Source: an optimization exercise on an open RTL-to-GDS flow (aim: small area, a short achievable clock period and few clock cycles). Production flows keep margins and buffers that such runs may drop.
Function was checked by simulation only, so behaviour that the tests miss may differ from the original.
Power and IR drop assume default switching activity.

## v6
// milestone1
module milestone1 (
		input logic clock,
		input logic Resetn,
		input logic Enable,
		output	logic [17:0] SRAM_address,
		output 	logic [15:0] SRAM_write_data,
		output	logic SRAM_we_n,
		input		logic [15:0] SRAM_read_data,
		output   logic M1_end
);
localparam [1:0] S_IDLE = 2'd0, S_BLK = 2'd1, S_FRM = 2'd2, S_DONE = 2'd3;
logic [1:0] state;
logic [2:0] pos;         
logic [7:0] col;         
logic [15:0] m;          
logic [17:0] rgb_addr;
logic first;             
logic [7:0] up0, up1, up2, up3, up4, up5;
logic [7:0] vp0, vp1, vp2, vp3, vp4, vp5;
logic [7:0] st;
logic [7:0] ylo;         
logic [7:0] py;
logic [9:0] pu, pv;
logic lsel;              
logic fsel, fsel2;       
logic [7:0] b0reg;
logic [10:0] l_ha, l_hb, g_ha, g_hb;
logic l_lc, g_lc;
logic [9:0] f_ha, f_hb;
logic f_lc;
wire [7:0] in_hi = SRAM_read_data[15:8];
wire [7:0] in_lo = SRAM_read_data[7:0];
wire frm = (state == S_FRM);
wire tail = (col == 8'd160);
wire blk = (state == S_BLK);
wire [7:0] fa = fsel ? vp0 : up0;
wire [7:0] fb = fsel ? vp1 : up1;
wire [7:0] fc = fsel ? vp2 : up2;
wire [7:0] fd = fsel2 ? vp3 : up3;
wire [7:0] fe = fsel2 ? vp4 : up4;
  ...
Size: about 2,000 cells after synthesis, about 310 flip-flops, ~21,000 um^2 of cells after synthesis.
Settings: LEC_CHECK=0, CAP_MARGIN=20, CORE_MARGIN=2, CORE_UTILIZATION=40, CTS_CLUSTER_DIAMETER=120, CTS_CLUSTER_SIZE=22, SLEW_MARGIN=20; clock period 20.0 ns.
standard.sh (not shown) runs the stock make flow with config.mk's settings and CLKGATE_MAP_FILE= SYNTH_SCRIPT=/design/flow/synth_recipe.tcl, a recipe that flattens the netlist after the stock synthesis.
==> flow/flow/run.sh <==
#!/bin/bash
# Standard layout, with the port buffers made from buf_2 cells instead of the
# default delay-buffer cells, and timing repair aiming at a 15.15 ns setup margin.
export BUFFER_PORTS_ARGS="-buffer_cell sky130_fd_sc_hd__buf_2"
export SETUP_SLACK_MARGIN=15.15
bash standard.sh > standard.log 2>&1
Testbench counts of v6, summed over its fixed seeds: cycles 775,708.
Input-level comparison between v7 and v6:
==> flow/flow/run.sh <==
#!/bin/bash
# Standard layout, with the port buffers made from buf_2 cells instead of the
# default delay-buffer cells, and timing repair aiming at a 14.9 ns setup margin.
export BUFFER_PORTS_ARGS="-buffer_cell sky130_fd_sc_hd__buf_2"
export SETUP_SLACK_MARGIN=14.9
bash standard.sh > standard.log 2>&1
Results
Between v6 and v7, final clock period utilization by the worst path is higher for v6, v7 comes in under that. In the route summary, v7 ends up with a via count below that of v6. Compared v7 vs v6, and number of fillers in the final layout is down in v7. Area of all sequential standard cells went down slightly going from v6 to v7. Diff v6..v7 | combinational power | negligible. Taking v6 as the reference, in v7 clock group share of total power has decreased, overall global routing resource usage climbed 0.20 points, vias per cell now sits lower. v7 against v6; final total power is down slightly.

* * *

Another version of the RTL of milestone1 (not shown whole).
Size: ~2,000 cells after synthesis, about 300 flip-flops, ~55 I/O pins, ~0.021 sq mm of cells after synthesis.
Settings: LEC_CHECK=0, CAP_MARGIN=20, CORE_MARGIN=2, CORE_UTILIZATION=40, CTS_CLUSTER_DIAMETER=120, CTS_CLUSTER_SIZE=22, SLEW_MARGIN=20; clock period 20.0 ns.
==> flow/flow/run.sh <==
#!/bin/bash
# Standard layout, with buf_2 port buffers, timing repair aiming at a 14.9 ns
# setup margin, and clock tree sinks clustered without a diameter limit.
export BUFFER_PORTS_ARGS="-buffer_cell sky130_fd_sc_hd__buf_2"
export SETUP_SLACK_MARGIN=14.9
export CTS_ARGS="-sink_clustering_enable -repair_clock_nets -sink_clustering_size 22 -sink_clustering_max_diameter 400 -clustering_unbalance_ratio 0.2"
bash standard.sh > standard.log 2>&1
The starting point went through all stages and came out clean.
Testbench counts at the start, summed over its fixed seeds: cycles 775,708.
==> next run, changes <==
==> flow/flow/run.sh (replaced) <==
#!/bin/bash
# Standard layout, with the port buffers made from buf_2 cells instead of the
# default delay-buffer cells.
export BUFFER_PORTS_ARGS="-buffer_cell sky130_fd_sc_hd__buf_2"
bash standard.sh > standard.log 2>&1
Outcome: Sequential share of layout area stays flat; design area hardly moves; total power is higher by a few percent; count of clock-buffer cells in the layout is unchanged; global-route usage barely changes; critical path depth increases by 18; final cell count hardly moves; non-clock buffer count goes down by 3; fmax is lower slightly.
==> next run, changes <==
==> flow/flow/run.sh (replaced) <==
#!/bin/bash
# Standard layout, with buf_2 port buffers, timing repair aiming at a 14.9 ns
# setup margin, and no extra buffers along the clock tree's branches.
export BUFFER_PORTS_ARGS="-buffer_cell sky130_fd_sc_hd__buf_2"
export SETUP_SLACK_MARGIN=14.9
export CTS_ARGS="-sink_clustering_enable -repair_clock_nets -sink_clustering_size 22 -sink_clustering_max_diameter 120 -distance_between_buffers 1000 -branching_point_buffers_distance 1000"
bash standard.sh > standard.log 2>&1
After rerunning: The new run passed the timing, DRC and antenna checks. Clock power barely changes. Non-clock buffer count went up by 3. Power barely changes. Final area hardly moves. Global-route usage stays flat.
==> next run, changes <==
==> flow/flow/run.sh (replaced) <==
#!/bin/bash
# Standard layout, with the port buffers made from buf_2 cells instead of the
# default delay-buffer cells, and timing repair aiming at a 14.9 ns setup margin.
export BUFFER_PORTS_ARGS="-buffer_cell sky130_fd_sc_hd__buf_2"
export SETUP_SLACK_MARGIN=14.9
bash standard.sh > standard.log 2>&1
Outcome: The new run passed the timing, DRC and antenna checks. Register-to-register slack barely changes. Clock-buffer cell count stays the same. Design area stays the same. Routed wire length does not change. Synthesized cell count is unchanged. Flip-flop and latch count stays the same. Total power does not change.
==> next run, changes <==
==> flow/flow/run.sh (replaced) <==
#!/bin/bash
# Standard layout, with buf_2 port buffers, timing repair aiming at a 14.9 ns
# setup margin, and balanced clock tree levels.
export BUFFER_PORTS_ARGS="-buffer_cell sky130_fd_sc_hd__buf_2"
export SETUP_SLACK_MARGIN=14.9
export CTS_ARGS="-sink_clustering_enable -repair_clock_nets -sink_clustering_size 22 -sink_clustering_max_diameter 120 -balance_levels -num_static_layers 1"
bash standard.sh > standard.log 2>&1
What happened: The new run produced a clean layout; clock power barely changes; cell area is unchanged; wire length hardly moves; via count drops by 0.44%; sequential share of layout area is unchanged; sequential power barely changes; total power hardly moves; worst setup slack is worse by 0.0064 ns; non-clock buffer count does not change.
==> next run, changes <==
==> flow/flow/run.sh (replaced) <==
#!/bin/bash
# Standard layout, with the port buffers made from buf_2 cells instead of the
# default delay-buffer cells, and timing repair aiming at a 14.9 ns setup margin.
export BUFFER_PORTS_ARGS="-buffer_cell sky130_fd_sc_hd__buf_2"
export SETUP_SLACK_MARGIN=14.9
bash standard.sh > standard.log 2>&1
--- a/flow/config.mk
+++ b/flow/config.mk
@@ -12,0 +13,2 @@
+export GPL_ROUTABILITY_DRIVEN = 0
+export GPL_TIMING_DRIVEN = 0
=> The new run completed without violations; power came out lower by 0.62%; wire length increases by 1.4%; design area is higher by 1.1%; clock power falls by about 2%.

## port drivers added, routing unchanged
How much do the figures lean on ideal ports? The routed layouts below were timed once more, with nothing changed but the port constraints. Step 1, drivers: a clkbuf_16 drives clock and a buf_2 each remaining input, both assumed. Step 2 times the ports against the registers' clock, not the clock port: input delays grow and output delays shrink by t, the midpoint of the rising clock arrivals with the driver on. Three values: no drivers, after step 1, after step 2; two values: the first two.
run | shift t [ns] | slack for setup (ns) | worst register clock-pin slew, ns
v6 | 0.581 | 14.902 / 14.847 / 14.955 | 0.10 / 0.10
v7 | 0.572 | 14.958 / 14.901 / 14.897 | 0.10 / 0.10
the first run of note 2 | 0.603 | 14.923 / 14.862 / 14.676 | 0.10 / 0.10
the second run of note 2 | 0.593 | 14.890 / 14.872 / 14.713 | 0.10 / 0.10
the third run of note 2 | 0.594 | 14.929 / 14.871 / 14.722 | 0.10 / 0.10
the fourth run of note 2 | 0.594 | 14.929 / 14.871 / 14.722 | 0.10 / 0.10
the fifth run of note 2 | 0.605 | 14.923 / 14.865 / 14.723 | 0.10 / 0.10
the sixth run of note 2 | 0.594 | 14.918 / 14.857 / 14.718 | 0.10 / 0.10
After both steps every run listed still meets setup and hold. For the first run of note 2, which loses most, drivers alone change the setup slack by -0.061 ns; drivers and shift together by -0.247 ns.
